Background: an optimization exercise with open tools, aiming at small area, a short achievable clock period and few clock cycles per item. Do not read the settings as production practice. At most, simulation tests tie the RTL to the original design; equivalence was not proved. Power is estimated from default activity; no workload was simulated.

Design multi_64_33_9_10_16_3, start of the top module:
module multi_64_33_9_10_16_3(clk, reset, s_data_in_x, s_valid_x, s_ready_x, m_data_out_y, m_valid_y, m_ready_y);
Size in the first run: ~12,000 cells after synthesis, about 1,600 flip-flops, ~38 I/O pins.
Settings: LEC_CHECK=0, CAP_MARGIN=20, CORE_MARGIN=2, CORE_UTILIZATION=40, SLEW_MARGIN=20; clock period 10.0 ns.
standard.sh (not shown) runs the stock make flow with config.mk's settings and CLKGATE_MAP_FILE= SYNTH_SCRIPT=/design/flow/synth_recipe.tcl, a recipe that flattens the netlist after the stock synthesis.
==> flow/flow/run.sh <==
#!/bin/bash
set -euo pipefail
MARGIN=$(cat flow/margin.txt)
echo "running standard.sh with SETUP_SLACK_MARGIN=$MARGIN" > flow_run.log
bash standard.sh SETUP_SLACK_MARGIN=$MARGIN finish > standard_make.log 2>&1
echo "done" >> flow_run.log
==> flow/flow/margin.txt <==
5.6
Next try:
==> flow/run.sh (new file) <==
#!/bin/bash
# synth_recipe.tcl (not shown) runs the flow's synth.tcl, then flattens the netlist and writes it again
# the make line also repeats each setting of config.mk as NAME=value (left out here)
make -C /OpenROAD-flow-scripts/flow DESIGN_CONFIG=/design/flow/config.mk WORK_HOME=/design/flow/orfs CLKGATE_MAP_FILE= SYNTH_SCRIPT=/design/flow/synth_recipe.tcl finish
Settings changed: CORE_UTILIZATION 40 to 60, CTS_BUF_LIST set to sky130_fd_sc_hd__clkbuf_8, CTS_CLUSTER_SIZE set to 20, SETUP_SLACK_MARGIN set to 5.
removed: flow/flow/run.sh
removed: flow/flow/margin.txt
removed: flow/standard.sh
After rerunning:
- sequential power goes down by about 0.7%
- power goes down by 3.9%
- first-iteration DRC count goes up by 6.2%
- worst setup slack loses 0.54 ns
- non-clock buffer count goes down by 139
- cell count goes down by 7.6%
- combinational power goes down by about 4%
- design area goes down by 3.7%
- global-route usage goes up by 11 points
- clock-buffer cell count goes up by 95
- fmax goes down by 11%
No functional check of the RTL was part of any run of this note.

========
multi_64_33_9_10_16_3, a different RTL version from the one above (not shown whole).
Size: about 12000 cells after synthesis, roughly 1600 flip-flops, roughly 38 I/O pins, about 110000 um2 of cells after synthesis.
make LEC_CHECK=0 ABC_CLOCK_PERIOD_IN_PS=3000 CAP_MARGIN=20 CORE_MARGIN=2 CORE_UTILIZATION=55 SLEW_MARGIN=20 finish   # period 10.0 ns
run.sh (not shown) runs the stock make flow with config.mk's settings and CLKGATE_MAP_FILE= SYNTH_SCRIPT=/design/flow/synth_recipe.tcl, a recipe that flattens the netlist after the stock synthesis.
Stock flow here: none of the scripts above is used.
Testbench counts at the start, summed over its fixed seeds: cycles 5,176, frames 80.
Rerun with:
==> flow/flow/run.sh (new file) <==
#!/bin/bash
set -euo pipefail
MARGIN=$(cat flow/margin.txt)
echo "running standard.sh with SETUP_SLACK_MARGIN=$MARGIN" > flow_run.log
bash standard.sh SETUP_SLACK_MARGIN=$MARGIN finish > standard_make.log 2>&1
echo "done" >> flow_run.log
==> flow/flow/margin.txt (new file) <==
6.7
==> flow/standard.sh (new file) <==
#!/bin/bash
# synth_recipe.tcl (not shown) runs the flow's synth.tcl, then flattens the netlist and writes it again
# the make line also repeats each setting of config.mk as NAME=value (left out here)
make -C /OpenROAD-flow-scripts/flow DESIGN_CONFIG=/design/flow/config.mk WORK_HOME=/design/flow/orfs CLKGATE_MAP_FILE= SYNTH_SCRIPT=/design/flow/synth_recipe.tcl "${@:-finish}"
--- a/flow/config.mk
+++ b/flow/config.mk
@@ -8 +7,0 @@
-export ABC_CLOCK_PERIOD_IN_PS = 3000
@@ -11 +10 @@
-export CORE_UTILIZATION = 55
+export CORE_UTILIZATION = 40
removed: flow/run.sh
Result: With this change the flow ran to the end with violations: capacitance limit, slew limit; register-to-register slack improves by 1.5 ns; routed wire length rose by 16%; global-route usage fell by 6.7 points; hold slack barely changes; maximum frequency rose by 32%; via count rose by 11%; combinational power rose by 59%; power rose by 31%; area after synthesis stays the same; utilization fell by 5.4 points; die area rose by 37%.

========
## main
Starting RTL as in the previous note.
Settings: LEC_CHECK=0, CAP_MARGIN=20, CORE_MARGIN=2, CORE_UTILIZATION=40, SETUP_SLACK_MARGIN=5, SLEW_MARGIN=20; clock period 10.0 ns.
Stock flow here: none of the scripts above is used.
Testbench counts of main, summed over its fixed seeds: cycles 5,176, frames 80.
The inputs of the feature branch differ from those of main as listed below.
Settings: clearing SETUP_SLACK_MARGIN, which used to be 5.
--- outcome ---
- The feature branch closes out successfully: all stages finished, all timing, DRC and antenna checks passed.
- The feature branch vs main, power went down by 0.77%.
- Worst setup slack, the feature branch and main: higher on main
- Per the comparison of the feature branch with main, CTS clock-pin slew for the worst setup and hold paths did not really move, number of antenna violations at the first check in global routing went down.

========
blue:
Another version of the RTL of multi_64_33_9_10_16_3 (not shown whole).
Size: about 12000 cells after synthesis, about 38 I/O pins, about 110000 um2 of cells after synthesis.
clock: 10.0 ns
lec_check: 0
cap_margin: 20
core_margin: 2
core_utilization: 40
cts_cluster_size: 28
slew_margin: 20
standard.sh (not shown) runs the stock make flow with config.mk's settings and CLKGATE_MAP_FILE= SYNTH_SCRIPT=/design/flow/synth_recipe.tcl, a recipe that flattens the netlist after the stock synthesis.
==> flow/flow/run.sh <==
#!/bin/bash
set -euo pipefail
MARGIN=$(cat flow/margin.txt)
echo "running standard.sh with SETUP_SLACK_MARGIN=$MARGIN" > flow_run.log
bash standard.sh SETUP_SLACK_MARGIN=$MARGIN finish > standard_make.log 2>&1
echo "done" >> flow_run.log
==> flow/flow/margin.txt <==
5.6
Testbench counts of blue, summed over its fixed seeds: cycles 5,176, frames 80.
[inputs] orange vs blue
- removing CTS_CLUSTER_SIZE (formerly 28)
==> flow/flow/margin.txt <==
6.3
Findings:
- As far as depth of the CTS H-tree goes, orange and blue are indistinguishable; the numbers are identical.
- When orange is set beside blue, its buffer share of cell area turns out to be 3.4 points larger.
- Post-placement cell area: blue vs orange — no meaningful difference
- Between orange and blue, count of antenna diodes in the layout is lower for orange, blue comes in above that.
- NOTE non-clock buffer count blue->orange increased by more than 100%
- Measured against orange, the routed wire length of blue comes out at 0.944 times the reference value.
- Taking blue as the reference point, the slew at the pin with the worst max-slew slack of orange falls by 0.083 ns.
- The minimum clock period after layout in orange was lower than what blue gave.
- Layout overhead on the synthesized area delta for orange relative to blue: 10 points higher

========
== fjord ==
Another version of the RTL of multi_64_33_9_10_16_3 (not shown whole).
Size: ~12000 cells after synthesis, about 1600 flip-flops, roughly 38 I/O pins.
Settings: LEC_CHECK=0, CAP_MARGIN=20, CORE_MARGIN=2, CORE_UTILIZATION=55, SLEW_MARGIN=20; clock period 10.0 ns.
==> flow/flow/margin.txt <==
6.0
Scripts as last shown in full above: flow/flow/run.sh
Testbench counts of fjord, summed over its fixed seeds: cycles 5,176, frames 80.
Input-level comparison between indigo and fjord:
Settings: CORE_UTILIZATION changed from 55 to 40.
--- outcome ---
Looking at post-route clock period utilization across fjord and indigo, the one that comes out lower is indigo.
Taking fjord as the reference point, the worst setup slack of indigo rises by 58 ps.
Taking indigo as 1.0, fjord lands at 0.939 on largest net degree at the start of global routing.
Looking at transition time at the pin with the least slew margin, indigo sits 110 ps lower than fjord does.
Across both runs, number of antenna violations at the first check in global routing was lower for indigo than for fjord.
Compare fjord and indigo | total of clock buffers placed in the layout higher: indigo
[indigo vs fjord] maximum root-to-sink buffer count: higher in indigo
Diff fjord and indigo: die boundary width higher in indigo
Via count of indigo falls short of that of fjord slightly.

========
multi_64_33_9_10_16_3 again, from the RTL that the note above started with.
==> flow/config.mk <==
export PLATFORM = sky130hd
export DESIGN_NAME = multi_64_33_9_10_16_3
export DESIGN_NICKNAME = multi_64_33_9_10_16_3
export VERILOG_FILES = /design/flow/design.v
export SDC_FILE = /design/flow/constraint.sdc
export NUM_CORES = 4
export LEC_CHECK = 0
export CAP_MARGIN = 20
export CORE_MARGIN = 2
export CORE_UTILIZATION = 40
export SLEW_MARGIN = 20
==> flow/constraint.sdc <==
create_clock -name core_clock -period 10.0 [get_ports {clk}]
set_input_delay 2.0000 -clock core_clock [delete_from_list [all_inputs] [get_ports {clk}]]
set_output_delay 2.0000 -clock core_clock [all_outputs]
set_load 0.01 [all_outputs]
==> flow/flow/margin.txt <==
6.6
Scripts as last shown in full above: flow/flow/run.sh
Testbench counts at the start, summed over its fixed seeds: cycles 5,176, frames 80.
Rerun with:
==> flow/flow/margin.txt (replaced) <==
6.3
Effect:
- The changed run completed with no timing, DRC or antenna violations
- cell count drops by about 2.7%
- wire length is lower by about 6%
- worst setup slack gets worse by 0.041 ns
- first-iteration DRC count went up by 0.40%
- utilization falls by 3.2 points
- hold slack got worse by 0.0084 ns
- non-clock buffer count came out lower by 440
- combinational power falls by about 10%

[static timing again, ports no longer ideal]
Ports are ideal in the flow. The routed layouts listed here were re-timed in OpenROAD. Step 1: set_driving_cell puts a clkbuf_16 on clk and a buf_2 on each other input, an assumption about the parent block. Step 2 moves the port delays by t, midway between the first and last clock arrival at a register: inputs arrive t later, outputs are due t later. That takes back most of the time a late clock gives input paths. Three values: ideal ports, drivers, drivers and shift; two values: the first two.
run | shift t [ns] | setup WS [ns] | worst register clock-pin slew, ns | worst slew at a driven data input, ns
the first run of note 1 | 0.974 | 5.585 / 5.585 / 5.202 | 0.07 / 0.07 | 0.04
the second run of note 1 | 1.120 | 5.043 / 5.043 / 5.043 | 0.08 / 0.08 | 0.04
the first run of note 2 | 0.955 | 3.987 / 3.987 / 3.987 | 0.07 / 0.07 | 0.06
the second run of note 2 | 0.959 | 5.457 / 5.457 / 5.457 | 0.07 / 0.07 | 0.07
main | 0.940 | 5.164 / 5.164 / 5.164 | 0.07 / 0.07 | 0.05
the feature branch | 0.954 | 4.009 / 4.009 / 4.009 | 0.07 / 0.07 | 0.06
blue | 0.966 | 5.527 / 5.527 / 5.144 | 0.07 / 0.07 | 0.05
orange | 0.966 | 5.793 / 5.793 / 5.535 | 0.07 / 0.07 | 0.05
fjord | 0.936 | 5.963 / 5.963 / 5.282 | 0.07 / 0.07 | 0.08
indigo | 0.945 | 6.021 / 6.021 / 5.288 | 0.07 / 0.07 | 0.03
the first run of note 6 | 0.958 | 6.151 / 6.151 / 5.705 | 0.07 / 0.07 | 0.06
the second run of note 6 | 0.961 | 6.110 / 6.110 / 5.547 | 0.07 / 0.07 | 0.04
For indigo, which loses most, drivers alone change the setup slack by 0.000 ns; drivers and shift together by -0.733 ns.
